What follows belongs to an exercise in optimizing a design on an open flow for small area, a short achievable clock period and few clock cycles; a production flow would make more cautious choices. In this exercise RTL edits were held to simulation tests only and were not proved equivalent to the original.

==> flow/design.v (outline; a module is shown in full before it is edited, if it fits) <==
// module aoc_day2: 1876 lines
module aoc_day2 (
    input         clock,
    input         reset,
    input  [63:0] data_value,
    input         data_valid,
    output        data_ready,
    output        result_valid,
    output [63:0] result_value
);
  // ...
==> flow/run.sh <==
#!/bin/bash
# synth_recipe.tcl (not shown) runs the flow's synth.tcl, then flattens the netlist and writes it again
# the make line also repeats each setting of config.mk as NAME=value (left out here)
make -C /OpenROAD-flow-scripts/flow DESIGN_CONFIG=/design/flow/config.mk WORK_HOME=/design/flow/orfs CLKGATE_MAP_FILE= SYNTH_SCRIPT=/design/flow/synth_recipe.tcl finish
==> flow/config.mk <==
export PLATFORM = sky130hd
export DESIGN_NAME = aoc_day2
export DESIGN_NICKNAME = aoc_day2
export VERILOG_FILES = /design/flow/design.v
export SDC_FILE = /design/flow/constraint.sdc
export NUM_CORES = 4
export LEC_CHECK = 0
export ABC_AREA = 1
export CAP_MARGIN = 20
export CORE_MARGIN = 2
export CORE_UTILIZATION = 40
export SETUP_SLACK_MARGIN = 1.2
export SLEW_MARGIN = 20
==> flow/constraint.sdc <==
create_clock -name core_clock -period 5.0 [get_ports {clock}]
set_input_delay 1.0000 -clock core_clock [delete_from_list [all_inputs] [get_ports {clock}]]
set_output_delay 1.0000 -clock core_clock [all_outputs]
set_load 0.01 [all_outputs]
==> metrics.yaml, run 1 <==
clock_tree:
  post_cts_buffers: 10
  ctsResizeCount: 147
  cts_buffers: 75
  htreeDepth: 3
cells_and_area:
  layout_commonest_cell: "nand2_1"
  final_area_um2: 58800
  syn_to_final_growth_pct: 13.9
  largest_reg_flops: 64
  n_antenna_cell: 0
  nFlopsAndLatches: 633
sta:
  rsz0062_at_grt: "yes"
  skew_ps: 49.2
worst_hold_path:
  min_delay_path_depth: 0
synthesis:
  synth-compound-area-share: 0.0994
  yosysMostFrequentCell: "nand2_1"
  yosysSeqAreaShare: 0.245
  synth_top_family_by_area: "simple AND/OR/NAND/NOR gates"
  syn_inst: 7393
  synthSimpleGateAreaFrac: 0.297
global_routing:
  antenna_found_initial: 2
  grt_use_met3: 0.0258
drt:
  drc: 0
placed_design:
  hpwl_um: 105000
critical_path:
  ff2ff_path_depth: 25
  arrival_ps: 4460
status:
  status: "no timing/DRC/antenna violations"
floorplan:
  die_x_um: 363
run:
  cap_viol_max_count: 0
Testbench counts, summed over its fixed seeds: cycles 464.
==> inputs of run 2 (changes only) <==
--- a/flow/design.v
+++ b/flow/design.v
@@ -1,8 +1,17 @@
+module aoc_add3 (
+    input  [3:0] x,
+    output [3:0] y
+);
+    assign y = {x[3] | (x[2] & x[0]) | (x[2] & x[1]),
+                (x[3] & x[0]) | (x[2] & ~x[1] & ~x[0]),
+                (x[3] & ~x[0]) | (~x[2] & x[1]) | (x[1] & x[0]),
+                (~x[3] & ~x[2] & x[0]) | (x[2] & x[1] & ~x[0]) | (x[3] & ~x[0])};
+endmodule
 module aoc_day2 (
     input         clock,
     input         reset,
     input  [63:0] data_value,
     input         data_valid,
     output        data_ready,
     output        result_valid,
     output [63:0] result_value
@@ -14,23 +23,16 @@
             ready_q <= 1'b0;
             phase   <= 1'b0;
         end else begin
             ready_q <= 1'b1;
             if (data_valid && ready_q) phase <= ~phase;
         end
     end
     assign data_ready = ready_q;
-    function [3:0] add3;
-        input [3:0] x;
-        add3 = {x[3] | (x[2] & x[0]) | (x[2] & x[1]),
-                (x[3] & x[0]) | (x[2] & ~x[1] & ~x[0]),
-                (x[3] & ~x[0]) | (~x[2] & x[1]) | (x[1] & x[0]),
-                (~x[3] & ~x[2] & x[0]) | (x[2] & x[1] & ~x[0]) | (x[3] & ~x[0])};
-    endfunction
     wire [33:0] a_n = data_value[33:0];
     wire [9:0] ge;
     assign ge[0] = a_n >= 34'd10;
     assign ge[1] = a_n >= 34'd100;
     assign ge[2] = a_n >= 34'd1000;
     assign ge[3] = a_n >= 34'd10000;
     assign ge[4] = a_n >= 34'd100000;
     assign ge[5] = a_n >= 34'd1000000;
@@ -39,212 +41,375 @@
     assign ge[8] = a_n >= 34'd1000000000;
     assign ge[9] = a_n >= 34'd10000000000;
     wire [3:0] a_dg = ge[9] ? 4'd10 : ge[8] ? 4'd9 : ge[7] ? 4'd8 :
                       ge[6] ? 4'd7 : ge[5] ? 4'd6 : ge[4] ? 4'd5 :
                       ge[3] ? 4'd4 : ge[2] ? 4'd3 : ge[1] ? 4'd2 :
                       ge[0] ? 4'd1 : 4'd0;
     wire a_v = ~reset & data_valid & ready_q;
     wire a_e = phase;
-    wire [3:0] dd1 = add3({1'b0, a_n[33], a_n[32], a_n[31]});
-    wire [3:0] dd2 = add3({dd1[2], dd1[1], dd1[0], a_n[30]});
-    wire [3:0] dd3 = add3({dd2[2], dd2[1], dd2[0], a_n[29]});
-    wire [3:0] dd4 = add3({dd3[2], dd3[1], dd3[0], a_n[28]});
-    wire [3:0] dd5 = add3({1'b0, dd1[3], dd2[3], dd3[3]});
-    wire [3:0] dd6 = add3({dd4[2], dd4[1], dd4[0], a_n[27]});
-    wire [3:0] dd7 = add3({dd5[2], dd5[1], dd5[0], dd4[3]});
+    wire [3:0] dd1;
+    aoc_add3 u_dd1 (.x({1'b0, a_n[33], a_n[32], a_n[31]}), .y(dd1));
+    wire [3:0] dd2;
+    aoc_add3 u_dd2 (.x({dd1[2], dd1[1], dd1[0], a_n[30]}), .y(dd2));
+    wire [3:0] dd3;
+    aoc_add3 u_dd3 (.x({dd2[2], dd2[1], dd2[0], a_n[29]}), .y(dd3));
+    wire [3:0] dd4;
+    aoc_add3 u_dd4 (.x({dd3[2], dd3[1], dd3[0], a_n[28]}), .y(dd4));
+    wire [3:0] dd5;
+    aoc_add3 u_dd5 (.x({1'b0, dd1[3], dd2[3], dd3[3]}), .y(dd5));
+    wire [3:0] dd6;
+    aoc_add3 u_dd6 (.x({dd4[2], dd4[1], dd4[0], a_n[27]}), .y(dd6));
+    wire [3:0] dd7;
+    aoc_add3 u_dd7 (.x({dd5[2], dd5[1], dd5[0], dd4[3]}), .y(dd7));
     reg [9:0] c1_bcd;
     reg [25:0] c1_n;
     reg [3:0] c1_dg;
     reg c1_e, c1_v;
     always @(posedge clock) begin
         c1_bcd <= {dd5[3], dd7[3], dd7[2], dd7[1], dd7[0], dd6[3], dd6[2], dd6[1], dd6[0], a_n[26]};
         c1_n <= a_n[25:0];
         c1_dg <= a_dg;
         c1_e <= a_e;
         c1_v <= ~reset & a_v;
     end
-    wire [3:0] dd8 = add3({c1_bcd[3], c1_bcd[2], c1_bcd[1], c1_bcd[0]});
-    wire [3:0] dd9 = add3({c1_bcd[7], c1_bcd[6], c1_bcd[5], c1_bcd[4]});
-    wire [3:0] dd10 = add3({dd8[2], dd8[1], dd8[0], c1_n[25]});
-    wire [3:0] dd11 = add3({dd9[2], dd9[1], dd9[0], dd8[3]});
-    wire [3:0] dd12 = add3({1'b0, c1_bcd[9], c1_bcd[8], dd9[3]});
-    wire [3:0] dd13 = add3({dd10[2], dd10[1], dd10[0], c1_n[24]});
-    wire [3:0] dd14 = add3({dd11[2], dd11[1], dd11[0], dd10[3]});
-    wire [3:0] dd15 = add3({dd12[2], dd12[1], dd12[0], dd11[3]});
-    wire [3:0] dd16 = add3({dd13[2], dd13[1], dd13[0], c1_n[23]});
-    wire [3:0] dd17 = add3({dd14[2], dd14[1], dd14[0], dd13[3]});
-    wire [3:0] dd18 = add3({dd15[2], dd15[1], dd15[0], dd14[3]});
-    wire [3:0] dd19 = add3({dd16[2], dd16[1], dd16[0], c1_n[22]});
-    wire [3:0] dd20 = add3({dd17[2], dd17[1], dd17[0], dd16[3]});
-    wire [3:0] dd21 = add3({dd18[2], dd18[1], dd18[0], dd17[3]});
-    wire [3:0] dd22 = add3({dd19[2], dd19[1], dd19[0], c1_n[21]});
-    wire [3:0] dd23 = add3({dd20[2], dd20[1], dd20[0], dd19[3]});
-    wire [3:0] dd24 = add3({dd21[2], dd21[1], dd21[0], dd20[3]});
-    wire [3:0] dd25 = add3({dd12[3], dd15[3], dd18[3], dd21[3]});
-    wire [3:0] dd26 = add3({dd22[2], dd22[1], dd22[0], c1_n[20]});
-    wire [3:0] dd27 = add3({dd23[2], dd23[1], dd23[0], dd22[3]});
-    wire [3:0] dd28 = add3({dd24[2], dd24[1], dd24[0], dd23[3]});
-    wire [3:0] dd29 = add3({dd25[2], dd25[1], dd25[0], dd24[3]});
-    wire [3:0] dd30 = add3({dd26[2], dd26[1], dd26[0], c1_n[19]});
-    wire [3:0] dd31 = add3({dd27[2], dd27[1], dd27[0], dd26[3]});
-    wire [3:0] dd32 = add3({dd28[2], dd28[1], dd28[0], dd27[3]});
-    wire [3:0] dd33 = add3({dd29[2], dd29[1], dd29[0], dd28[3]});
-    wire [3:0] dd34 = add3({dd30[2], dd30[1], dd30[0], c1_n[18]});
-    wire [3:0] dd35 = add3({dd31[2], dd31[1], dd31[0], dd30[3]});
-    wire [3:0] dd36 = add3({dd32[2], dd32[1], dd32[0], dd31[3]});
-    wire [3:0] dd37 = add3({dd33[2], dd33[1], dd33[0], dd32[3]});
-    wire [3:0] dd38 = add3({1'b0, dd25[3], dd29[3], dd33[3]});
-    wire [3:0] dd39 = add3({dd34[2], dd34[1], dd34[0], c1_n[17]});
-    wire [3:0] dd40 = add3({dd35[2], dd35[1], dd35[0], dd34[3]});
-    wire [3:0] dd41 = add3({dd36[2], dd36[1], dd36[0], dd35[3]});
-    wire [3:0] dd42 = add3({dd37[2], dd37[1], dd37[0], dd36[3]});
-    wire [3:0] dd43 = add3({dd38[2], dd38[1], dd38[0], dd37[3]});
+    wire [3:0] dd8;
+    aoc_add3 u_dd8 (.x({c1_bcd[3], c1_bcd[2], c1_bcd[1], c1_bcd[0]}), .y(dd8));
+    wire [3:0] dd9;
+    aoc_add3 u_dd9 (.x({c1_bcd[7], c1_bcd[6], c1_bcd[5], c1_bcd[4]}), .y(dd9));
+    wire [3:0] dd10;
+    aoc_add3 u_dd10 (.x({dd8[2], dd8[1], dd8[0], c1_n[25]}), .y(dd10));
+    wire [3:0] dd11;
+    aoc_add3 u_dd11 (.x({dd9[2], dd9[1], dd9[0], dd8[3]}), .y(dd11));
+    wire [3:0] dd12;
+    aoc_add3 u_dd12 (.x({1'b0, c1_bcd[9], c1_bcd[8], dd9[3]}), .y(dd12));
+    wire [3:0] dd13;
+    aoc_add3 u_dd13 (.x({dd10[2], dd10[1], dd10[0], c1_n[24]}), .y(dd13));
+    wire [3:0] dd14;
+    aoc_add3 u_dd14 (.x({dd11[2], dd11[1], dd11[0], dd10[3]}), .y(dd14));
+    wire [3:0] dd15;
+    aoc_add3 u_dd15 (.x({dd12[2], dd12[1], dd12[0], dd11[3]}), .y(dd15));
+    wire [3:0] dd16;
+    aoc_add3 u_dd16 (.x({dd13[2], dd13[1], dd13[0], c1_n[23]}), .y(dd16));
+    wire [3:0] dd17;
+    aoc_add3 u_dd17 (.x({dd14[2], dd14[1], dd14[0], dd13[3]}), .y(dd17));
+    wire [3:0] dd18;
+    aoc_add3 u_dd18 (.x({dd15[2], dd15[1], dd15[0], dd14[3]}), .y(dd18));
+    wire [3:0] dd19;
+    aoc_add3 u_dd19 (.x({dd16[2], dd16[1], dd16[0], c1_n[22]}), .y(dd19));
+    wire [3:0] dd20;
+    aoc_add3 u_dd20 (.x({dd17[2], dd17[1], dd17[0], dd16[3]}), .y(dd20));
+    wire [3:0] dd21;
+    aoc_add3 u_dd21 (.x({dd18[2], dd18[1], dd18[0], dd17[3]}), .y(dd21));
+    wire [3:0] dd22;
+    aoc_add3 u_dd22 (.x({dd19[2], dd19[1], dd19[0], c1_n[21]}), .y(dd22));
+    wire [3:0] dd23;
+    aoc_add3 u_dd23 (.x({dd20[2], dd20[1], dd20[0], dd19[3]}), .y(dd23));
+    wire [3:0] dd24;
+    aoc_add3 u_dd24 (.x({dd21[2], dd21[1], dd21[0], dd20[3]}), .y(dd24));
+    wire [3:0] dd25;
+    aoc_add3 u_dd25 (.x({dd12[3], dd15[3], dd18[3], dd21[3]}), .y(dd25));
+    wire [3:0] dd26;
+    aoc_add3 u_dd26 (.x({dd22[2], dd22[1], dd22[0], c1_n[20]}), .y(dd26));
+    wire [3:0] dd27;
+    aoc_add3 u_dd27 (.x({dd23[2], dd23[1], dd23[0], dd22[3]}), .y(dd27));
+    wire [3:0] dd28;
+    aoc_add3 u_dd28 (.x({dd24[2], dd24[1], dd24[0], dd23[3]}), .y(dd28));
+    wire [3:0] dd29;
+    aoc_add3 u_dd29 (.x({dd25[2], dd25[1], dd25[0], dd24[3]}), .y(dd29));
+    wire [3:0] dd30;
+    aoc_add3 u_dd30 (.x({dd26[2], dd26[1], dd26[0], c1_n[19]}), .y(dd30));
+    wire [3:0] dd31;
+    aoc_add3 u_dd31 (.x({dd27[2], dd27[1], dd27[0], dd26[3]}), .y(dd31));
+    wire [3:0] dd32;
+    aoc_add3 u_dd32 (.x({dd28[2], dd28[1], dd28[0], dd27[3]}), .y(dd32));
+    wire [3:0] dd33;
+    aoc_add3 u_dd33 (.x({dd29[2], dd29[1], dd29[0], dd28[3]}), .y(dd33));
+    wire [3:0] dd34;
+    aoc_add3 u_dd34 (.x({dd30[2], dd30[1], dd30[0], c1_n[18]}), .y(dd34));
+    wire [3:0] dd35;
+    aoc_add3 u_dd35 (.x({dd31[2], dd31[1], dd31[0], dd30[3]}), .y(dd35));
+    wire [3:0] dd36;
+    aoc_add3 u_dd36 (.x({dd32[2], dd32[1], dd32[0], dd31[3]}), .y(dd36));
+    wire [3:0] dd37;
+    aoc_add3 u_dd37 (.x({dd33[2], dd33[1], dd33[0], dd32[3]}), .y(dd37));
+    wire [3:0] dd38;
+    aoc_add3 u_dd38 (.x({1'b0, dd25[3], dd29[3], dd33[3]}), .y(dd38));
+    wire [3:0] dd39;
+    aoc_add3 u_dd39 (.x({dd34[2], dd34[1], dd34[0], c1_n[17]}), .y(dd39));
+    wire [3:0] dd40;
+    aoc_add3 u_dd40 (.x({dd35[2], dd35[1], dd35[0], dd34[3]}), .y(dd40));
+    wire [3:0] dd41;
+    aoc_add3 u_dd41 (.x({dd36[2], dd36[1], dd36[0], dd35[3]}), .y(dd41));
+    wire [3:0] dd42;
+    aoc_add3 u_dd42 (.x({dd37[2], dd37[1], dd37[0], dd36[3]}), .y(dd42));
+    wire [3:0] dd43;
+    aoc_add3 u_dd43 (.x({dd38[2], dd38[1], dd38[0], dd37[3]}), .y(dd43));
     reg [21:0] c2_bcd;
     reg [15:0] c2_n;
     reg [3:0] c2_dg;
     reg c2_e, c2_v;
     always @(posedge clock) begin
         c2_bcd <= {dd38[3], dd43[3], dd43[2], dd43[1], dd43[0], dd42[3], dd42[2], dd42[1], dd42[0], dd41[3], dd41[2], dd41[1], dd41[0], dd40[3], dd40[2], dd40[1], dd40[0], dd39[3], dd39[2], dd39[1], dd39[0], c1_n[16]};
         c2_n <= c1_n[15:0];
         c2_dg <= c1_dg;
         c2_e <= c1_e;
         c2_v <= ~reset & c1_v;
     end
-    wire [3:0] dd44 = add3({c2_bcd[3], c2_bcd[2], c2_bcd[1], c2_bcd[0]});
-    wire [3:0] dd45 = add3({c2_bcd[7], c2_bcd[6], c2_bcd[5], c2_bcd[4]});
-    wire [3:0] dd46 = add3({c2_bcd[11], c2_bcd[10], c2_bcd[9], c2_bcd[8]});
-    wire [3:0] dd47 = add3({c2_bcd[15], c2_bcd[14], c2_bcd[13], c2_bcd[12]});
-    wire [3:0] dd48 = add3({c2_bcd[19], c2_bcd[18], c2_bcd[17], c2_bcd[16]});
-    wire [3:0] dd49 = add3({dd44[2], dd44[1], dd44[0], c2_n[15]});
-    wire [3:0] dd50 = add3({dd45[2], dd45[1], dd45[0], dd44[3]});
-    wire [3:0] dd51 = add3({dd46[2], dd46[1], dd46[0], dd45[3]});
-    wire [3:0] dd52 = add3({dd47[2], dd47[1], dd47[0], dd46[3]});
-    wire [3:0] dd53 = add3({dd48[2], dd48[1], dd48[0], dd47[3]});
-    wire [3:0] dd54 = add3({1'b0, c2_bcd[21], c2_bcd[20], dd48[3]});
-    wire [3:0] dd55 = add3({dd49[2], dd49[1], dd49[0], c2_n[14]});
-    wire [3:0] dd56 = add3({dd50[2], dd50[1], dd50[0], dd49[3]});
-    wire [3:0] dd57 = add3({dd51[2], dd51[1], dd51[0], dd50[3]});
-    wire [3:0] dd58 = add3({dd52[2], dd52[1], dd52[0], dd51[3]});
-    wire [3:0] dd59 = add3({dd53[2], dd53[1], dd53[0], dd52[3]});
-    wire [3:0] dd60 = add3({dd54[2], dd54[1], dd54[0], dd53[3]});
-    wire [3:0] dd61 = add3({dd55[2], dd55[1], dd55[0], c2_n[13]});
-    wire [3:0] dd62 = add3({dd56[2], dd56[1], dd56[0], dd55[3]});
-    wire [3:0] dd63 = add3({dd57[2], dd57[1], dd57[0], dd56[3]});
-    wire [3:0] dd64 = add3({dd58[2], dd58[1], dd58[0], dd57[3]});
-    wire [3:0] dd65 = add3({dd59[2], dd59[1], dd59[0], dd58[3]});
-    wire [3:0] dd66 = add3({dd60[2], dd60[1], dd60[0], dd59[3]});
-    wire [3:0] dd67 = add3({dd61[2], dd61[1], dd61[0], c2_n[12]});
-    wire [3:0] dd68 = add3({dd62[2], dd62[1], dd62[0], dd61[3]});
-    wire [3:0] dd69 = add3({dd63[2], dd63[1], dd63[0], dd62[3]});
-    wire [3:0] dd70 = add3({dd64[2], dd64[1], dd64[0], dd63[3]});
-    wire [3:0] dd71 = add3({dd65[2], dd65[1], dd65[0], dd64[3]});
-    wire [3:0] dd72 = add3({dd66[2], dd66[1], dd66[0], dd65[3]});
-    wire [3:0] dd73 = add3({dd67[2], dd67[1], dd67[0], c2_n[11]});
-    wire [3:0] dd74 = add3({dd68[2], dd68[1], dd68[0], dd67[3]});
-    wire [3:0] dd75 = add3({dd69[2], dd69[1], dd69[0], dd68[3]});
-    wire [3:0] dd76 = add3({dd70[2], dd70[1], dd70[0], dd69[3]});
-    wire [3:0] dd77 = add3({dd71[2], dd71[1], dd71[0], dd70[3]});
-    wire [3:0] dd78 = add3({dd72[2], dd72[1], dd72[0], dd71[3]});
-    wire [3:0] dd79 = add3({dd54[3], dd60[3], dd66[3], dd72[3]});
-    wire [3:0] dd80 = add3({dd73[2], dd73[1], dd73[0], c2_n[10]});
-    wire [3:0] dd81 = add3({dd74[2], dd74[1], dd74[0], dd73[3]});
-    wire [3:0] dd82 = add3({dd75[2], dd75[1], dd75[0], dd74[3]});
-    wire [3:0] dd83 = add3({dd76[2], dd76[1], dd76[0], dd75[3]});
-    wire [3:0] dd84 = add3({dd77[2], dd77[1], dd77[0], dd76[3]});
-    wire [3:0] dd85 = add3({dd78[2], dd78[1], dd78[0], dd77[3]});
-    wire [3:0] dd86 = add3({dd79[2], dd79[1], dd79[0], dd78[3]});
-    wire [3:0] dd87 = add3({dd80[2], dd80[1], dd80[0], c2_n[9]});
-    wire [3:0] dd88 = add3({dd81[2], dd81[1], dd81[0], dd80[3]});
-    wire [3:0] dd89 = add3({dd82[2], dd82[1], dd82[0], dd81[3]});
-    wire [3:0] dd90 = add3({dd83[2], dd83[1], dd83[0], dd82[3]});
-    wire [3:0] dd91 = add3({dd84[2], dd84[1], dd84[0], dd83[3]});
-    wire [3:0] dd92 = add3({dd85[2], dd85[1], dd85[0], dd84[3]});
-    wire [3:0] dd93 = add3({dd86[2], dd86[1], dd86[0], dd85[3]});
-    wire [3:0] dd94 = add3({dd87[2], dd87[1], dd87[0], c2_n[8]});
-    wire [3:0] dd95 = add3({dd88[2], dd88[1], dd88[0], dd87[3]});
-    wire [3:0] dd96 = add3({dd89[2], dd89[1], dd89[0], dd88[3]});
-    wire [3:0] dd97 = add3({dd90[2], dd90[1], dd90[0], dd89[3]});
-    wire [3:0] dd98 = add3({dd91[2], dd91[1], dd91[0], dd90[3]});
-    wire [3:0] dd99 = add3({dd92[2], dd92[1], dd92[0], dd91[3]});
-    wire [3:0] dd100 = add3({dd93[2], dd93[1], dd93[0], dd92[3]});
-    wire [3:0] dd101 = add3({1'b0, dd79[3], dd86[3], dd93[3]});
-    wire [3:0] dd102 = add3({dd94[2], dd94[1], dd94[0], c2_n[7]});
-    wire [3:0] dd103 = add3({dd95[2], dd95[1], dd95[0], dd94[3]});
-    wire [3:0] dd104 = add3({dd96[2], dd96[1], dd96[0], dd95[3]});
-    wire [3:0] dd105 = add3({dd97[2], dd97[1], dd97[0], dd96[3]});
-    wire [3:0] dd106 = add3({dd98[2], dd98[1], dd98[0], dd97[3]});
-    wire [3:0] dd107 = add3({dd99[2], dd99[1], dd99[0], dd98[3]});
-    wire [3:0] dd108 = add3({dd100[2], dd100[1], dd100[0], dd99[3]});
-    wire [3:0] dd109 = add3({dd101[2], dd101[1], dd101[0], dd100[3]});
+    wire [3:0] dd44;
+    aoc_add3 u_dd44 (.x({c2_bcd[3], c2_bcd[2], c2_bcd[1], c2_bcd[0]}), .y(dd44));
+    wire [3:0] dd45;
+    aoc_add3 u_dd45 (.x({c2_bcd[7], c2_bcd[6], c2_bcd[5], c2_bcd[4]}), .y(dd45));
+    wire [3:0] dd46;
+    aoc_add3 u_dd46 (.x({c2_bcd[11], c2_bcd[10], c2_bcd[9], c2_bcd[8]}), .y(dd46));
+    wire [3:0] dd47;
+    aoc_add3 u_dd47 (.x({c2_bcd[15], c2_bcd[14], c2_bcd[13], c2_bcd[12]}), .y(dd47));
+    wire [3:0] dd48;
+    aoc_add3 u_dd48 (.x({c2_bcd[19], c2_bcd[18], c2_bcd[17], c2_bcd[16]}), .y(dd48));
+    wire [3:0] dd49;
+    aoc_add3 u_dd49 (.x({dd44[2], dd44[1], dd44[0], c2_n[15]}), .y(dd49));
+    wire [3:0] dd50;
+    aoc_add3 u_dd50 (.x({dd45[2], dd45[1], dd45[0], dd44[3]}), .y(dd50));
+    wire [3:0] dd51;
+    aoc_add3 u_dd51 (.x({dd46[2], dd46[1], dd46[0], dd45[3]}), .y(dd51));
+    wire [3:0] dd52;
+    aoc_add3 u_dd52 (.x({dd47[2], dd47[1], dd47[0], dd46[3]}), .y(dd52));
+    wire [3:0] dd53;
+    aoc_add3 u_dd53 (.x({dd48[2], dd48[1], dd48[0], dd47[3]}), .y(dd53));
+    wire [3:0] dd54;
+    aoc_add3 u_dd54 (.x({1'b0, c2_bcd[21], c2_bcd[20], dd48[3]}), .y(dd54));
+    wire [3:0] dd55;
+    aoc_add3 u_dd55 (.x({dd49[2], dd49[1], dd49[0], c2_n[14]}), .y(dd55));
+    wire [3:0] dd56;
+    aoc_add3 u_dd56 (.x({dd50[2], dd50[1], dd50[0], dd49[3]}), .y(dd56));
+    wire [3:0] dd57;
+    aoc_add3 u_dd57 (.x({dd51[2], dd51[1], dd51[0], dd50[3]}), .y(dd57));
+    wire [3:0] dd58;
+    aoc_add3 u_dd58 (.x({dd52[2], dd52[1], dd52[0], dd51[3]}), .y(dd58));
+    wire [3:0] dd59;
+    aoc_add3 u_dd59 (.x({dd53[2], dd53[1], dd53[0], dd52[3]}), .y(dd59));
+    wire [3:0] dd60;
+    aoc_add3 u_dd60 (.x({dd54[2], dd54[1], dd54[0], dd53[3]}), .y(dd60));
+    wire [3:0] dd61;
+    aoc_add3 u_dd61 (.x({dd55[2], dd55[1], dd55[0], c2_n[13]}), .y(dd61));
+    wire [3:0] dd62;
+    aoc_add3 u_dd62 (.x({dd56[2], dd56[1], dd56[0], dd55[3]}), .y(dd62));
+    wire [3:0] dd63;
+    aoc_add3 u_dd63 (.x({dd57[2], dd57[1], dd57[0], dd56[3]}), .y(dd63));
+    wire [3:0] dd64;
+    aoc_add3 u_dd64 (.x({dd58[2], dd58[1], dd58[0], dd57[3]}), .y(dd64));
+    wire [3:0] dd65;
+    aoc_add3 u_dd65 (.x({dd59[2], dd59[1], dd59[0], dd58[3]}), .y(dd65));
+    wire [3:0] dd66;
+    aoc_add3 u_dd66 (.x({dd60[2], dd60[1], dd60[0], dd59[3]}), .y(dd66));
+    wire [3:0] dd67;
+    aoc_add3 u_dd67 (.x({dd61[2], dd61[1], dd61[0], c2_n[12]}), .y(dd67));
+    wire [3:0] dd68;
+    aoc_add3 u_dd68 (.x({dd62[2], dd62[1], dd62[0], dd61[3]}), .y(dd68));
+    wire [3:0] dd69;
+    aoc_add3 u_dd69 (.x({dd63[2], dd63[1], dd63[0], dd62[3]}), .y(dd69));
+    wire [3:0] dd70;
+    aoc_add3 u_dd70 (.x({dd64[2], dd64[1], dd64[0], dd63[3]}), .y(dd70));
+    wire [3:0] dd71;
+    aoc_add3 u_dd71 (.x({dd65[2], dd65[1], dd65[0], dd64[3]}), .y(dd71));
+    wire [3:0] dd72;
+    aoc_add3 u_dd72 (.x({dd66[2], dd66[1], dd66[0], dd65[3]}), .y(dd72));
+    wire [3:0] dd73;
+    aoc_add3 u_dd73 (.x({dd67[2], dd67[1], dd67[0], c2_n[11]}), .y(dd73));
+    wire [3:0] dd74;
+    aoc_add3 u_dd74 (.x({dd68[2], dd68[1], dd68[0], dd67[3]}), .y(dd74));
+    wire [3:0] dd75;
+    aoc_add3 u_dd75 (.x({dd69[2], dd69[1], dd69[0], dd68[3]}), .y(dd75));
+    wire [3:0] dd76;
+    aoc_add3 u_dd76 (.x({dd70[2], dd70[1], dd70[0], dd69[3]}), .y(dd76));
+    wire [3:0] dd77;
+    aoc_add3 u_dd77 (.x({dd71[2], dd71[1], dd71[0], dd70[3]}), .y(dd77));
+    wire [3:0] dd78;
+    aoc_add3 u_dd78 (.x({dd72[2], dd72[1], dd72[0], dd71[3]}), .y(dd78));
+    wire [3:0] dd79;
+    aoc_add3 u_dd79 (.x({dd54[3], dd60[3], dd66[3], dd72[3]}), .y(dd79));
+    wire [3:0] dd80;
+    aoc_add3 u_dd80 (.x({dd73[2], dd73[1], dd73[0], c2_n[10]}), .y(dd80));
+    wire [3:0] dd81;
+    aoc_add3 u_dd81 (.x({dd74[2], dd74[1], dd74[0], dd73[3]}), .y(dd81));
+    wire [3:0] dd82;
+    aoc_add3 u_dd82 (.x({dd75[2], dd75[1], dd75[0], dd74[3]}), .y(dd82));
+    wire [3:0] dd83;
+    aoc_add3 u_dd83 (.x({dd76[2], dd76[1], dd76[0], dd75[3]}), .y(dd83));
+    wire [3:0] dd84;
+    aoc_add3 u_dd84 (.x({dd77[2], dd77[1], dd77[0], dd76[3]}), .y(dd84));
+    wire [3:0] dd85;
+    aoc_add3 u_dd85 (.x({dd78[2], dd78[1], dd78[0], dd77[3]}), .y(dd85));
+    wire [3:0] dd86;
+    aoc_add3 u_dd86 (.x({dd79[2], dd79[1], dd79[0], dd78[3]}), .y(dd86));
+    wire [3:0] dd87;
+    aoc_add3 u_dd87 (.x({dd80[2], dd80[1], dd80[0], c2_n[9]}), .y(dd87));
+    wire [3:0] dd88;
+    aoc_add3 u_dd88 (.x({dd81[2], dd81[1], dd81[0], dd80[3]}), .y(dd88));
+    wire [3:0] dd89;
+    aoc_add3 u_dd89 (.x({dd82[2], dd82[1], dd82[0], dd81[3]}), .y(dd89));
+    wire [3:0] dd90;
+    aoc_add3 u_dd90 (.x({dd83[2], dd83[1], dd83[0], dd82[3]}), .y(dd90));
+    wire [3:0] dd91;
+    aoc_add3 u_dd91 (.x({dd84[2], dd84[1], dd84[0], dd83[3]}), .y(dd91));
+    wire [3:0] dd92;
+    aoc_add3 u_dd92 (.x({dd85[2], dd85[1], dd85[0], dd84[3]}), .y(dd92));
+    wire [3:0] dd93;
+    aoc_add3 u_dd93 (.x({dd86[2], dd86[1], dd86[0], dd85[3]}), .y(dd93));
+    wire [3:0] dd94;
+    aoc_add3 u_dd94 (.x({dd87[2], dd87[1], dd87[0], c2_n[8]}), .y(dd94));
+    wire [3:0] dd95;
+    aoc_add3 u_dd95 (.x({dd88[2], dd88[1], dd88[0], dd87[3]}), .y(dd95));
+    wire [3:0] dd96;
+    aoc_add3 u_dd96 (.x({dd89[2], dd89[1], dd89[0], dd88[3]}), .y(dd96));
+    wire [3:0] dd97;
+    aoc_add3 u_dd97 (.x({dd90[2], dd90[1], dd90[0], dd89[3]}), .y(dd97));
+    wire [3:0] dd98;
+    aoc_add3 u_dd98 (.x({dd91[2], dd91[1], dd91[0], dd90[3]}), .y(dd98));
+    wire [3:0] dd99;
+    aoc_add3 u_dd99 (.x({dd92[2], dd92[1], dd92[0], dd91[3]}), .y(dd99));
+    wire [3:0] dd100;
+    aoc_add3 u_dd100 (.x({dd93[2], dd93[1], dd93[0], dd92[3]}), .y(dd100));
+    wire [3:0] dd101;
+    aoc_add3 u_dd101 (.x({1'b0, dd79[3], dd86[3], dd93[3]}), .y(dd101));
+    wire [3:0] dd102;
+    aoc_add3 u_dd102 (.x({dd94[2], dd94[1], dd94[0], c2_n[7]}), .y(dd102));
+    wire [3:0] dd103;
+    aoc_add3 u_dd103 (.x({dd95[2], dd95[1], dd95[0], dd94[3]}), .y(dd103));
+    wire [3:0] dd104;
+    aoc_add3 u_dd104 (.x({dd96[2], dd96[1], dd96[0], dd95[3]}), .y(dd104));
+    wire [3:0] dd105;
+    aoc_add3 u_dd105 (.x({dd97[2], dd97[1], dd97[0], dd96[3]}), .y(dd105));
+    wire [3:0] dd106;
+    aoc_add3 u_dd106 (.x({dd98[2], dd98[1], dd98[0], dd97[3]}), .y(dd106));
+    wire [3:0] dd107;
+    aoc_add3 u_dd107 (.x({dd99[2], dd99[1], dd99[0], dd98[3]}), .y(dd107));
+    wire [3:0] dd108;
+    aoc_add3 u_dd108 (.x({dd100[2], dd100[1], dd100[0], dd99[3]}), .y(dd108));
+    wire [3:0] dd109;
+    aoc_add3 u_dd109 (.x({dd101[2], dd101[1], dd101[0], dd100[3]}), .y(dd109));
     reg [33:0] c3_bcd;
     reg [5:0] c3_n;
     reg [3:0] c3_dg;
     reg c3_e, c3_v;
     always @(posedge clock) begin
         c3_bcd <= {dd101[3], dd109[3], dd109[2], dd109[1], dd109[0], dd108[3], dd108[2], dd108[1], dd108[0], dd107[3], dd107[2], dd107[1], dd107[0], dd106[3], dd106[2], dd106[1], dd106[0], dd105[3], dd105[2], dd105[1], dd105[0], dd104[3], dd104[2], dd104[1], dd104[0], dd103[3], dd103[2], dd103[1], dd103[0], dd102[3], dd102[2], dd102[1], dd102[0], c2_n[6]};
         c3_n <= c2_n[5:0];
         c3_dg <= c2_dg;
         c3_e <= c2_e;
         c3_v <= ~reset & c2_v;
     end
-    wire [3:0] dd110 = add3({c3_bcd[3], c3_bcd[2], c3_bcd[1], c3_bcd[0]});
-    wire [3:0] dd111 = add3({c3_bcd[7], c3_bcd[6], c3_bcd[5], c3_bcd[4]});
-    wire [3:0] dd112 = add3({c3_bcd[11], c3_bcd[10], c3_bcd[9], c3_bcd[8]});
-    wire [3:0] dd113 = add3({c3_bcd[15], c3_bcd[14], c3_bcd[13], c3_bcd[12]});
-    wire [3:0] dd114 = add3({c3_bcd[19], c3_bcd[18], c3_bcd[17], c3_bcd[16]});
-    wire [3:0] dd115 = add3({c3_bcd[23], c3_bcd[22], c3_bcd[21], c3_bcd[20]});
-    wire [3:0] dd116 = add3({c3_bcd[27], c3_bcd[26], c3_bcd[25], c3_bcd[24]});
-    wire [3:0] dd117 = add3({c3_bcd[31], c3_bcd[30], c3_bcd[29], c3_bcd[28]});
-    wire [3:0] dd118 = add3({dd110[2], dd110[1], dd110[0], c3_n[5]});
-    wire [3:0] dd119 = add3({dd111[2], dd111[1], dd111[0], dd110[3]});
-    wire [3:0] dd120 = add3({dd112[2], dd112[1], dd112[0], dd111[3]});
-    wire [3:0] dd121 = add3({dd113[2], dd113[1], dd113[0], dd112[3]});
-    wire [3:0] dd122 = add3({dd114[2], dd114[1], dd114[0], dd113[3]});
-    wire [3:0] dd123 = add3({dd115[2], dd115[1], dd115[0], dd114[3]});
-    wire [3:0] dd124 = add3({dd116[2], dd116[1], dd116[0], dd115[3]});
-    wire [3:0] dd125 = add3({dd117[2], dd117[1], dd117[0], dd116[3]});
-    wire [3:0] dd126 = add3({1'b0, c3_bcd[33], c3_bcd[32], dd117[3]});
-    wire [3:0] dd127 = add3({dd118[2], dd118[1], dd118[0], c3_n[4]});
-    wire [3:0] dd128 = add3({dd119[2], dd119[1], dd119[0], dd118[3]});
-    wire [3:0] dd129 = add3({dd120[2], dd120[1], dd120[0], dd119[3]});
-    wire [3:0] dd130 = add3({dd121[2], dd121[1], dd121[0], dd120[3]});
-    wire [3:0] dd131 = add3({dd122[2], dd122[1], dd122[0], dd121[3]});
-    wire [3:0] dd132 = add3({dd123[2], dd123[1], dd123[0], dd122[3]});
-    wire [3:0] dd133 = add3({dd124[2], dd124[1], dd124[0], dd123[3]});
-    wire [3:0] dd134 = add3({dd125[2], dd125[1], dd125[0], dd124[3]});
-    wire [3:0] dd135 = add3({dd126[2], dd126[1], dd126[0], dd125[3]});
-    wire [3:0] dd136 = add3({dd127[2], dd127[1], dd127[0], c3_n[3]});
-    wire [3:0] dd137 = add3({dd128[2], dd128[1], dd128[0], dd127[3]});
-    wire [3:0] dd138 = add3({dd129[2], dd129[1], dd129[0], dd128[3]});
-    wire [3:0] dd139 = add3({dd130[2], dd130[1], dd130[0], dd129[3]});
-    wire [3:0] dd140 = add3({dd131[2], dd131[1], dd131[0], dd130[3]});
-    wire [3:0] dd141 = add3({dd132[2], dd132[1], dd132[0], dd131[3]});
-    wire [3:0] dd142 = add3({dd133[2], dd133[1], dd133[0], dd132[3]});
-    wire [3:0] dd143 = add3({dd134[2], dd134[1], dd134[0], dd133[3]});
-    wire [3:0] dd144 = add3({dd135[2], dd135[1], dd135[0], dd134[3]});
-    wire [3:0] dd145 = add3({dd136[2], dd136[1], dd136[0], c3_n[2]});
-    wire [3:0] dd146 = add3({dd137[2], dd137[1], dd137[0], dd136[3]});
-    wire [3:0] dd147 = add3({dd138[2], dd138[1], dd138[0], dd137[3]});
-    wire [3:0] dd148 = add3({dd139[2], dd139[1], dd139[0], dd138[3]});
-    wire [3:0] dd149 = add3({dd140[2], dd140[1], dd140[0], dd139[3]});
-    wire [3:0] dd150 = add3({dd141[2], dd141[1], dd141[0], dd140[3]});
-    wire [3:0] dd151 = add3({dd142[2], dd142[1], dd142[0], dd141[3]});
-    wire [3:0] dd152 = add3({dd143[2], dd143[1], dd143[0], dd142[3]});
-    wire [3:0] dd153 = add3({dd144[2], dd144[1], dd144[0], dd143[3]});
-    wire [3:0] dd154 = add3({dd145[2], dd145[1], dd145[0], c3_n[1]});
-    wire [3:0] dd155 = add3({dd146[2], dd146[1], dd146[0], dd145[3]});
-    wire [3:0] dd156 = add3({dd147[2], dd147[1], dd147[0], dd146[3]});
-    wire [3:0] dd157 = add3({dd148[2], dd148[1], dd148[0], dd147[3]});
-    wire [3:0] dd158 = add3({dd149[2], dd149[1], dd149[0], dd148[3]});
-    wire [3:0] dd159 = add3({dd150[2], dd150[1], dd150[0], dd149[3]});
-    wire [3:0] dd160 = add3({dd151[2], dd151[1], dd151[0], dd150[3]});
-    wire [3:0] dd161 = add3({dd152[2], dd152[1], dd152[0], dd151[3]});
-    wire [3:0] dd162 = add3({dd153[2], dd153[1], dd153[0], dd152[3]});
-    wire [3:0] dd163 = add3({dd126[3], dd135[3], dd144[3], dd153[3]});
+    wire [3:0] dd110;
+    aoc_add3 u_dd110 (.x({c3_bcd[3], c3_bcd[2], c3_bcd[1], c3_bcd[0]}), .y(dd110));
+    wire [3:0] dd111;
+    aoc_add3 u_dd111 (.x({c3_bcd[7], c3_bcd[6], c3_bcd[5], c3_bcd[4]}), .y(dd111));
+    wire [3:0] dd112;
+    aoc_add3 u_dd112 (.x({c3_bcd[11], c3_bcd[10], c3_bcd[9], c3_bcd[8]}), .y(dd112));
+    wire [3:0] dd113;
+    aoc_add3 u_dd113 (.x({c3_bcd[15], c3_bcd[14], c3_bcd[13], c3_bcd[12]}), .y(dd113));
+    wire [3:0] dd114;
+    aoc_add3 u_dd114 (.x({c3_bcd[19], c3_bcd[18], c3_bcd[17], c3_bcd[16]}), .y(dd114));
+    wire [3:0] dd115;
+    aoc_add3 u_dd115 (.x({c3_bcd[23], c3_bcd[22], c3_bcd[21], c3_bcd[20]}), .y(dd115));
+    wire [3:0] dd116;
+    aoc_add3 u_dd116 (.x({c3_bcd[27], c3_bcd[26], c3_bcd[25], c3_bcd[24]}), .y(dd116));
+    wire [3:0] dd117;
+    aoc_add3 u_dd117 (.x({c3_bcd[31], c3_bcd[30], c3_bcd[29], c3_bcd[28]}), .y(dd117));
+    wire [3:0] dd118;
+    aoc_add3 u_dd118 (.x({dd110[2], dd110[1], dd110[0], c3_n[5]}), .y(dd118));
+    wire [3:0] dd119;
+    aoc_add3 u_dd119 (.x({dd111[2], dd111[1], dd111[0], dd110[3]}), .y(dd119));
+    wire [3:0] dd120;
+    aoc_add3 u_dd120 (.x({dd112[2], dd112[1], dd112[0], dd111[3]}), .y(dd120));
+    wire [3:0] dd121;
+    aoc_add3 u_dd121 (.x({dd113[2], dd113[1], dd113[0], dd112[3]}), .y(dd121));
+    wire [3:0] dd122;
+    aoc_add3 u_dd122 (.x({dd114[2], dd114[1], dd114[0], dd113[3]}), .y(dd122));
+    wire [3:0] dd123;
+    aoc_add3 u_dd123 (.x({dd115[2], dd115[1], dd115[0], dd114[3]}), .y(dd123));
+    wire [3:0] dd124;
+    aoc_add3 u_dd124 (.x({dd116[2], dd116[1], dd116[0], dd115[3]}), .y(dd124));
+    wire [3:0] dd125;
+    aoc_add3 u_dd125 (.x({dd117[2], dd117[1], dd117[0], dd116[3]}), .y(dd125));
+    wire [3:0] dd126;
+    aoc_add3 u_dd126 (.x({1'b0, c3_bcd[33], c3_bcd[32], dd117[3]}), .y(dd126));
+    wire [3:0] dd127;
+    aoc_add3 u_dd127 (.x({dd118[2], dd118[1], dd118[0], c3_n[4]}), .y(dd127));
+    wire [3:0] dd128;
+    aoc_add3 u_dd128 (.x({dd119[2], dd119[1], dd119[0], dd118[3]}), .y(dd128));
+    wire [3:0] dd129;
+    aoc_add3 u_dd129 (.x({dd120[2], dd120[1], dd120[0], dd119[3]}), .y(dd129));
+    wire [3:0] dd130;
+    aoc_add3 u_dd130 (.x({dd121[2], dd121[1], dd121[0], dd120[3]}), .y(dd130));
+    wire [3:0] dd131;
+    aoc_add3 u_dd131 (.x({dd122[2], dd122[1], dd122[0], dd121[3]}), .y(dd131));
+    wire [3:0] dd132;
+    aoc_add3 u_dd132 (.x({dd123[2], dd123[1], dd123[0], dd122[3]}), .y(dd132));
+    wire [3:0] dd133;
+    aoc_add3 u_dd133 (.x({dd124[2], dd124[1], dd124[0], dd123[3]}), .y(dd133));
+    wire [3:0] dd134;
+    aoc_add3 u_dd134 (.x({dd125[2], dd125[1], dd125[0], dd124[3]}), .y(dd134));
+    wire [3:0] dd135;
+    aoc_add3 u_dd135 (.x({dd126[2], dd126[1], dd126[0], dd125[3]}), .y(dd135));
+    wire [3:0] dd136;
+    aoc_add3 u_dd136 (.x({dd127[2], dd127[1], dd127[0], c3_n[3]}), .y(dd136));
+    wire [3:0] dd137;
+    aoc_add3 u_dd137 (.x({dd128[2], dd128[1], dd128[0], dd127[3]}), .y(dd137));
+    wire [3:0] dd138;
+    aoc_add3 u_dd138 (.x({dd129[2], dd129[1], dd129[0], dd128[3]}), .y(dd138));
+    wire [3:0] dd139;
+    aoc_add3 u_dd139 (.x({dd130[2], dd130[1], dd130[0], dd129[3]}), .y(dd139));
+    wire [3:0] dd140;
+    aoc_add3 u_dd140 (.x({dd131[2], dd131[1], dd131[0], dd130[3]}), .y(dd140));
+    wire [3:0] dd141;
+    aoc_add3 u_dd141 (.x({dd132[2], dd132[1], dd132[0], dd131[3]}), .y(dd141));
+    wire [3:0] dd142;
+    aoc_add3 u_dd142 (.x({dd133[2], dd133[1], dd133[0], dd132[3]}), .y(dd142));
+    wire [3:0] dd143;
+    aoc_add3 u_dd143 (.x({dd134[2], dd134[1], dd134[0], dd133[3]}), .y(dd143));
+    wire [3:0] dd144;
+    aoc_add3 u_dd144 (.x({dd135[2], dd135[1], dd135[0], dd134[3]}), .y(dd144));
+    wire [3:0] dd145;
+    aoc_add3 u_dd145 (.x({dd136[2], dd136[1], dd136[0], c3_n[2]}), .y(dd145));
+    wire [3:0] dd146;
+    aoc_add3 u_dd146 (.x({dd137[2], dd137[1], dd137[0], dd136[3]}), .y(dd146));
+    wire [3:0] dd147;
+    aoc_add3 u_dd147 (.x({dd138[2], dd138[1], dd138[0], dd137[3]}), .y(dd147));
+    wire [3:0] dd148;
+    aoc_add3 u_dd148 (.x({dd139[2], dd139[1], dd139[0], dd138[3]}), .y(dd148));
+    wire [3:0] dd149;
+    aoc_add3 u_dd149 (.x({dd140[2], dd140[1], dd140[0], dd139[3]}), .y(dd149));
+    wire [3:0] dd150;
+    aoc_add3 u_dd150 (.x({dd141[2], dd141[1], dd141[0], dd140[3]}), .y(dd150));
+    wire [3:0] dd151;
+    aoc_add3 u_dd151 (.x({dd142[2], dd142[1], dd142[0], dd141[3]}), .y(dd151));
+    wire [3:0] dd152;
+    aoc_add3 u_dd152 (.x({dd143[2], dd143[1], dd143[0], dd142[3]}), .y(dd152));
+    wire [3:0] dd153;
+    aoc_add3 u_dd153 (.x({dd144[2], dd144[1], dd144[0], dd143[3]}), .y(dd153));
+    wire [3:0] dd154;
+    aoc_add3 u_dd154 (.x({dd145[2], dd145[1], dd145[0], c3_n[1]}), .y(dd154));
+    wire [3:0] dd155;
+    aoc_add3 u_dd155 (.x({dd146[2], dd146[1], dd146[0], dd145[3]}), .y(dd155));
+    wire [3:0] dd156;
+    aoc_add3 u_dd156 (.x({dd147[2], dd147[1], dd147[0], dd146[3]}), .y(dd156));
+    wire [3:0] dd157;
+    aoc_add3 u_dd157 (.x({dd148[2], dd148[1], dd148[0], dd147[3]}), .y(dd157));
+    wire [3:0] dd158;
+    aoc_add3 u_dd158 (.x({dd149[2], dd149[1], dd149[0], dd148[3]}), .y(dd158));
+    wire [3:0] dd159;
+    aoc_add3 u_dd159 (.x({dd150[2], dd150[1], dd150[0], dd149[3]}), .y(dd159));
+    wire [3:0] dd160;
+    aoc_add3 u_dd160 (.x({dd151[2], dd151[1], dd151[0], dd150[3]}), .y(dd160));
+    wire [3:0] dd161;
+    aoc_add3 u_dd161 (.x({dd152[2], dd152[1], dd152[0], dd151[3]}), .y(dd161));
+    wire [3:0] dd162;
+    aoc_add3 u_dd162 (.x({dd153[2], dd153[1], dd153[0], dd152[3]}), .y(dd162));
+    wire [3:0] dd163;
+    aoc_add3 u_dd163 (.x({dd126[3], dd135[3], dd144[3], dd153[3]}), .y(dd163));
     wire [3:0] z_d0 = {dd154[2], dd154[1], dd154[0], c3_n[0]};
     wire [3:0] z_d1 = {dd155[2], dd155[1], dd155[0], dd154[3]};
     wire [3:0] z_d2 = {dd156[2], dd156[1], dd156[0], dd155[3]};
     wire [3:0] z_d3 = {dd157[2], dd157[1], dd157[0], dd156[3]};
     wire [3:0] z_d4 = {dd158[2], dd158[1], dd158[0], dd157[3]};
     wire [3:0] z_d5 = {dd159[2], dd159[1], dd159[0], dd158[3]};
     wire [3:0] z_d6 = {dd160[2], dd160[1], dd160[0], dd159[3]};
     wire [3:0] z_d7 = {dd161[2], dd161[1], dd161[0], dd160[3]};
==> flow/config.mk (replaced) <==
export PLATFORM = sky130hd
export DESIGN_NAME = aoc_day2
export DESIGN_NICKNAME = aoc_day2
export VERILOG_FILES = /design/flow/design.v
export SDC_FILE = /design/flow/constraint.sdc
export NUM_CORES = 4
export LEC_CHECK = 0
export CAP_MARGIN = 20
export CORE_MARGIN = 2
export CORE_UTILIZATION = 40
export SETUP_SLACK_MARGIN = 1.2
export SLEW_MARGIN = 20
export SYNTH_HIERARCHICAL = 1
export SYNTH_MINIMUM_KEEP_SIZE = 0
==> run 2 against run 1 <==
Net effect:
- design area grew 2.3%
- still clean on timing, DRC and antenna
- critical path depth is 1 higher
- clock-buffer cell count down 1
- via count shrank 14%
- flip-flop and latch count unchanged
- first-iteration DRC count fell by 29%
- sequential share of layout area down 0.42 points
- hold slack improved by 2.2 ps
==> metrics.yaml, run 2 <==
status:
  status: "no timing/DRC/antenna violations"
drt:
  viasPerCell: 5.14
  via_count: 38838
  ant_nets: 0
  drc: 0  # unchanged
  drtIter0Drc: 1684
  wl_um: 120000
  dr.pass1.iters: 5
  wl_per_cell_um: 15.9
cells_and_area:
  largest_reg_flops: 64  # unchanged
  final_cells: 7559
  final_util: 0.504
  fin_nets: 6607
  top_register: "total"
  layout_commonest_cell: "inv_1"
  final_cell_mix: "inv_1 (665), dfxtp_1 (583), nand2_1 (417)"
  syn_to_final_growth_pct: 25.3
  layout-drive-gt1-share: 0.217
  n_antenna_cell: 0  # unchanged
sta:
  finalHoldViolCount: 0
  finalSetupViolCount: 0
  fin_crit_sh: 0.870
  slew_headroom: 0.291
  fmax_ghz: 0.230
  skew_ps: 35.1  # -14.1 ps
  tightest_slew_ps: 1060
  rsz0062_at_grt: "yes"
  slew_violations: 0
  whs_ps: 324
  fin_crit_ps: 4350
  finalSetupTns_ps: 0
floorplan:
  initial_core_util: 0.402
  fp.dieH_um: 351
  die_x_um: 351  # -3.5%
  placeableCoreArea_um2: 119000
  io_pins: 133
  dieArea_um2: 123000
  rows: 127
global_routing:
  antenna_found_initial: 0  # -2
  busiest_layer: "met2"
  grt_use_met3: 0.0206  # -0.00513
  grt_pass1_wl_um: 189000
  first_global_vias: 37646
  use_met2: 0.329
  grt_usage: 0.186
  grt_max_degree: 125
  overflow: 0
  use_met1: 0.238
critical_path:
  arrival_ps: 4920  # +460 ps
  cp_common_cell: "a21o_1"
  r2r-start: "c3_bcd[8]"
  ff2ff_path_depth: 26  # +4.0%
  worstSetupPathType: "reg -> reg"
  slowest_delay_ps: 360
  rrSetupSlack_ps: 650
  cp-endpoint: "y_b"
  crit_fanout: 5
  start_kind: "register"
  required_ps: 5570
  cp_slowest_cell: "dfxtp_4"
  critPathLaunch: "c3_bcd[8]"
  reg2reg_to: "y_b"
  end_kind: "register"
placed_design:
  gp_congestion: 0.901
  portBuffers: 102
  hpwl_um: 89500  # -15%
  dpl.cell_count: 7222
clock_tree:
  clk_latency_ps: 650
  htreeDepth: 3  # unchanged
  cts_tree: "built"
  cts_buffers: 75  # unchanged
  cts_buffer_depth: 3
  clk_pin_slew_worst_paths_ps: 70
  clock-root-buffer: "clkbuf_16"
  cts.sinks: 633
synthesis:
  avgSynthCellArea_um2: 8.60
  ys_warn_count: 7
  netlist_area_um2: 48000
  syn_inst: 5584  # -24%
run:
  cap_viol_max_count: 0  # unchanged
worst_hold_path:
  hold_class: "reg -> reg"
## run 2: stage by stage
stage | cell area [um^2] | setup slack (ps)
floorplan | 48400 | 1080
global placement | 51100 | 459
detailed placement | 51100 | 450
CTS | 54800 | 744
global route | 60200 | 430
finish | 60200 | 651
## run 2: cell type report
class	count	area (um^2)
sequential	633	12800
inverter	719	2710
clock inverter	37	427
multi-input combinational	4131	37300
tap	1612	2020
clock buffer	95	2030
fill	11040	59300
timing repair buffer	332	2920
## run 2: how the worst min path moves through the flow
stage	startpoint	slack, ps	to	cells after the start
finish	c2_n[1]	320	c3_n[1]	0
detailed placement	c2_n[6]	310	c3_bcd[0]	0
global route	c2_n[6]	330	c3_bcd[0]	0
CTS	c2_n[6]	330	c3_bcd[0]	0
global placement	p_e	310	q_e	0
floorplan	c1_n[16]	310	c2_bcd[0]	0
## run 2: repair_timing
item                                    4_1_cts  5_1_grt
hold buffers                                  0        0
hold endpoints to repair                      0        0
endpoints found under the setup margin       91      124
setup buffers                                41      164
pin swaps                                    31      277
gates resized for setup                     299      974
## run 2: layer usage
| layer | vias to the layer above | part of all wire |
|---|---|---|
| met4 | 0 | 0.027 |
| met5 | - | 0 |
| met3 | 170 | 0.027 |
| li1 | 19480 | - |
| met2 | 574 | 0.50 |
| met1 | 18614 | 0.45 |
## run 2: worst max-delay path, delay by kind of cell, from the launching register on
kind / cells / cell delay (ps)
adders and majority gates: 1 / 200
and+or+nand+nor: 5 / 620
AOI/OAI and AO/OA: 18 / 2870
buffers and inverters: 2 / 220
DFF: 1 / 360
Testbench counts of run 2, summed over its fixed seeds: cycles 464.
==> inputs of run 3 (changes only) <==
--- a/flow/config.mk
+++ b/flow/config.mk
@@ -8,7 +8,7 @@
 export CAP_MARGIN = 20
 export CORE_MARGIN = 2
 export CORE_UTILIZATION = 40
-export SETUP_SLACK_MARGIN = 1.2
+export SETUP_SLACK_MARGIN = 1.6
 export SLEW_MARGIN = 20
 export SYNTH_HIERARCHICAL = 1
 export SYNTH_MINIMUM_KEEP_SIZE = 0
==> run 3 against run 2 <==
Net effect:
- synthesized area unchanged
- setup slack improved by 56 ps
- global-route usage rose by 0.97 points
- highest routed layer unchanged
- non-clock buffer count is 187 higher
- hold slack worse by 18 ps
- critical path type unchanged
- wire length grew 7.4%
- still clean on timing, DRC and antenna
==> metrics.yaml, run 3 <==
status:
  status: "no timing/DRC/antenna violations"
cells_and_area:
  final_cell_mix: "inv_1 (652), dfxtp_1 (570), fa_1 (406)"
  top_register: "total"
  syn_to_final_growth_pct: 32.3
  layout-drive-gt1-share: 0.275  # +0.0578
  fin_nets: 6793  # +2.8%
  largest_reg_flops: 64  # unchanged
  final_util: 0.532  # +0.0281
  layout_commonest_cell: "inv_1"
  final_area_um2: 63600  # +5.6%
  fillers: 10530  # -4.6%
  final_cells: 7751  # +2.5%
sta:
  slew_violations: 0  # unchanged
  fmax_ghz: 0.233  # +1.3%
  finalSetupViolCount: 0  # unchanged
  rsz0062_at_grt: "yes"
  slew_headroom: 0.329  # +0.0388
  finalHoldViolCount: 0  # unchanged
  tightest_slew_ps: 995  # -65.3 ps
  fin_crit_sh: 0.859  # -0.0112
  finalSetupTns_ps: 0  # unchanged
  fin_crit_ps: 4290  # -56.1 ps
  skew_ps: 40.1  # +4.98 ps
critical_path:
  start_kind: "register"
  reg2reg_to: "y_b"
  required_ps: 5580  # about the same
  cp_slowest_cell: "dfxtp_2"
  path_delay_family: "compound AO/OA/AOI/OAI gates"
  path_buf_inv: 1  # -1
  cp_common_cell: "a21o_1"
  ff2ff_path_depth: 25  # -3.8%
  slowest_delay_ps: 340  # -20 ps
  crit_fanout: 5  # unchanged
  worstSetupPathType: "reg -> reg"
  end_kind: "register"
  arrival_ps: 4870  # -50 ps
  r2r-start: "c3_bcd[12]"
  rrSetupSlack_ps: 710  # +60 ps
clock_tree:
  ctsHoldBuffers: 0  # unchanged
  clk_pin_slew_worst_paths_ps: 60  # about the same
  clock-root-buffer: "clkbuf_16"
  cts_buffers: 74  # -1.3%
  cts.sinks: 633  # unchanged
  clk_latency_ps: 670  # +20 ps
  cts_tree: "built"
  cts_buffer_depth: 3  # unchanged
  htreeDepth: 3  # unchanged
global_routing:
  antenna_found_initial: 0  # unchanged
  grt_usage: 0.196  # +0.00970
  grt_pass1_wl_um: 199000  # +5.2%
  grt_max_degree: 63  # -50%
  overflow: 0  # unchanged
  first_global_vias: 39959  # +6.1%
worst_hold_path:
  min_to: "q_e"
  hold_class: "reg -> reg"
  min_delay_path_depth: 0  # unchanged
  hp-start: "p_e"
run:
  cap_viol_max_count: 0  # unchanged
drt:
  viasPerCell: 5.23  # +1.7%
  dr.pass1.iters: 5  # unchanged
  drtIter0Drc: 1680  # -0.24%
  ant_nets: 0  # unchanged
  drc: 0  # unchanged
  via_count: 40512  # +4.3%
  wl_um: 129000  # +7.4%
  wl_per_cell_um: 16.7  # +4.7%
synthesis:
  syn_inst: 5584  # unchanged
  avgSynthCellArea_um2: 8.60  # unchanged
  netlist_area_um2: 48000  # unchanged
  ys_warn_count: 7  # unchanged
floorplan:
  io_pins: 133  # unchanged
  dieArea_um2: 123000  # unchanged
  placeableCoreArea_um2: 119000  # unchanged
  rows: 127  # unchanged
  die_x_um: 351  # unchanged
  fp.dieH_um: 351  # unchanged
  initial_core_util: 0.402  # unchanged
placed_design:
  dpl.cell_count: 7218  # -0.055%
  portBuffers: 102  # unchanged
  placed_cell_area_um2: 51400  # +0.60%
  hpwl_um: 88400  # -1.3%
  gp_congestion: 0.873  # -3.2%
-- run 3: changes by cell type in the layout (fill, tap and decap cells not counted), sizes merged --
cell	delta
buf	+185
clkinv	-3
dlymetal6s2s	-2
clkinvlp	+5
clkdlybuf4s50	-2
inv	-4
clkbuf	+9
bufinv	+2
diode	+2
-- run 3: timing repair --
action,in CTS,in global routing
pin swaps,223,292
resized for setup,773,670
endpoints found under the setup margin,177,148
gates cloned,3,3
buffers inserted,237,153
-- run 3: cell type report --
type | instances | area (um^2) | share of cell area
multi-input cells | 4131 | 38800 | 0.611
flip-flops and latches | 633 | 12800 | 0.201
repair buffers | 519 | 4630 | 0.0728
inverters | 719 | 2710 | 0.0427
clock buffers | 98 | 2070 | 0.0326
well taps | 1612 | 2020 | 0.0317
clock inverters | 37 | 470 | 0.00740
diodes | 2 | 5.00 | 0.0000788
-- run 3: layer usage --
metal  part of all wire  track usage
met3              0.033       0.0257
met5                  0            0
met4              0.033       0.0589
met2               0.51        0.362
met1               0.42        0.235
-- run 3: worst max path at each step --
stage / from / depth (start not counted) / to
after global routing: c3_bcd[20] / 26 / y_b
after floorplan: c3_bcd[12] / 25 / y_b
after global placement: c3_bcd[0] / 25 / y_b
after detailed placement: c3_bcd[24] / 23 / y_b
after CTS: c3_bcd[4] / 24 / y_b
final: c3_bcd[12] / 25 / y_b
-- run 3: through the flow --
step,setup slack [ps],hold WS (ps)
floorplan,1080,310
global placement,601,311
detailed placement,510,312
CTS,762,300
global route,488,316
finish,707,305
==> inputs of run 4 (changes only) <==
--- a/flow/config.mk
+++ b/flow/config.mk
@@ -5,10 +5,11 @@
 export SDC_FILE = /design/flow/constraint.sdc
 export NUM_CORES = 4
 export LEC_CHECK = 0
+export ABC_AREA = 1
 export CAP_MARGIN = 20
 export CORE_MARGIN = 2
 export CORE_UTILIZATION = 40
-export SETUP_SLACK_MARGIN = 1.6
+export SETUP_SLACK_MARGIN = 1.4
 export SLEW_MARGIN = 20
 export SYNTH_HIERARCHICAL = 1
 export SYNTH_MINIMUM_KEEP_SIZE = 0
==> run 4 against run 3 <==
Net effect:
- still clean on timing, DRC and antenna
- wire length increased by 12%
- setup slack better by 500 ps
- non-clock buffer count down 344
- highest routed layer unchanged
- cell count up 23%
- flip-flop and latch count is the same
- maximum frequency increased by 13%
==> metrics.yaml, run 4 <==
status:
  status: "no timing/DRC/antenna violations"
drt:
  drc: 0  # unchanged
  viasPerCell: 4.93  # -5.7%
  wl_per_cell_um: 15.2  # -9.0%
  via_count: 47124  # +16%
  drtIter0Drc: 2604  # +55%
  ant_nets: 0  # unchanged
  dr.pass1.iters: 6  # +1
  wl_um: 145000  # +12%
cells_and_area:
  final_cells: 9560  # +23%
  largest_reg_flops: 64  # unchanged
  n_antenna_cell: 0  # -2
  final_area_um2: 60300  # -5.2%
  top_register: "total"
  final_cell_mix: "nand2_1 (1879), inv_1 (1106), nor2_1 (866)"
  layout-drive-gt1-share: 0.158  # -0.117
  syn_to_final_growth_pct: 15.7
  fin_nets: 8472  # +25%
  final_util: 0.466  # -0.0657
  layout_commonest_cell: "nand2_1"
sta:
  fin_ws_ps: 1210  # +501 ps
  tightest_slew_ps: 892  # -103 ps
  skew_ps: 38.7  # -1.46 ps
  slew_violations: 0  # unchanged
  fin_crit_ps: 3790  # -501 ps
  finalSetupViolCount: 0  # unchanged
  fmax_ghz: 0.264  # +13%
  finalSetupTns_ps: 0  # unchanged
  fin_crit_sh: 0.758  # -0.100
  whs_ps: 320  # +14.5 ps
  rsz0062_at_grt: "yes"
  slew_headroom: 0.405  # +0.0752
  finalHoldViolCount: 0  # unchanged
clock_tree:
  clock-root-buffer: "clkbuf_16"
  clk_latency_ps: 690  # +20 ps
  cts_buffers: 75  # +1.4%
  clk_pin_slew_worst_paths_ps: 60  # about the same
  cts.sinks: 633  # unchanged
  ctsHoldBuffers: 0  # unchanged
  htreeDepth: 3  # unchanged
  cts_tree: "built"
  cts_buffer_depth: 3  # unchanged
floorplan:
  dieArea_um2: 133000  # +8.3%
  rows: 132  # +3.9%
  initial_core_util: 0.403  # +0.000772
  io_pins: 133  # unchanged
  die_x_um: 365  # +4.1%
  placeableCoreArea_um2: 129000  # +8.2%
  fp.dieH_um: 365  # +4.1%
global_routing:
  grt_pass1_wl_um: 229000  # +15%
  overflow: 0  # unchanged
  grt_max_degree: 94  # +49%
  first_global_vias: 44918  # +12%
  antenna_found_initial: 0  # unchanged
  grt_usage: 0.213  # +0.0172
worst_hold_path:
  hold_class: "reg -> reg"
critical_path:
  required_ps: 5560  # -20 ps
  end_kind: "register"
  crit_fanout: 5  # unchanged
  arrival_ps: 4350  # -520 ps
  start_kind: "register"
  worstSetupPathType: "reg -> reg"
placed_design:
  portBuffers: 102  # unchanged
  dpl.cell_count: 9372  # +30%
  gp_congestion: 0.967  # +11%
  placed_cell_area_um2: 55200  # +7.2%
  hpwl_um: 118000  # +34%
  pre_cts_slack_ps: 902  # +392 ps
run:
  cap_viol_max_count: 0  # unchanged
synthesis:
  netlist_area_um2: 52100  # +8.4%
  avgSynthCellArea_um2: 6.87  # -20%
  syn_inst: 7579  # +36%
  ys_warn_count: 7  # unchanged
==> run 4: worst max-delay path: stages, from the launching register on <==
cell and delay [ps]:
dfxtp_4 360, a21oi_2 140, nand2_2 100, a21oi_2 150, nand2_2 110, inv_2 80
nand2_2 70, nand2_1 80, nand2_2 110, a21oi_2 140, nand2_1 100, buf_4 160
nand2_2 70, o21ai_4 70, nor2_1 110, nand2_1 70, nand3_2 80, inv_1 60
nand2_1 70, o21ai_2 100, a2111oi_4 380, inv_1 130, ha_4 290, nand4_1 110
nor4_2 310, nand2_1 100, nand3_1 80, nand2_1 50
==> run 4: final cells by class <==
type                    count  area (um^2)
multi-input cells        5590        36400
clock buffers              94         2050
flip-flops and latches    633        12700
inverters                1282         4830
repair buffers            175         1600
clock inverters            44          520
fillers                 13142        69000
well taps                1742         2180
==> run 4: final timing paths <==
path | depth (start not counted) | from | slack, ps | end
max | 27 | c3_bcd[8] | 1210 | y_b
max reg2reg | 27 | c3_bcd[8] | 1210 | y_b
min | 0 | c1_n[10] | 320 | c2_n[10]
min reg2reg | 0 | c1_n[10] | 320 | c2_n[10]
==> run 4: what timing repair did <==
item,4_1_cts,5_1_grt
pin swaps,50,122
gates resized for setup,104,453
setup endpoints to repair,26,111
buffers inserted,21,29
==> run 4: per-layer routing <==
layer  GRT usage  share of wire  vias up
met1       0.284           0.46    22142
met4      0.0613          0.027        0
met5           0              0        -
met3      0.0263          0.043      182
met2       0.361           0.47      918
li1            -              -    23882

==> what the ideal ports hide <==
How much do the figures lean on ideal ports? The routed layouts below were timed once more, with nothing changed but the port constraints. Step 1 sets driving cells, clkbuf_16 on the clock port and buf_2 on the other inputs (assumed; they add their load-dependent delay and slew). Step 2 times the ports against the registers' clock, not the clock port: input delays grow and output delays shrink by t, the midpoint of the rising clock arrivals with the driver on. a / b / c = ideal ports / drivers / drivers and shift; a / b = the first two.
run | t (ns) | slack for setup (ns) | worst setup path at the end | worst register clock-pin slew, ns
run 1 | 0.754 | 1.107 / 1.107 / 1.107 | register to register | 0.07 / 0.07
run 2 | 0.704 | 0.651 / 0.651 / 0.651 | register to register | 0.07 / 0.07
run 3 | 0.724 | 0.707 / 0.707 / 0.707 | register to register | 0.07 / 0.07
run 4 | 0.746 | 1.208 / 1.208 / 1.208 | register to register | 0.07 / 0.07
After both steps every run listed still meets setup and hold.
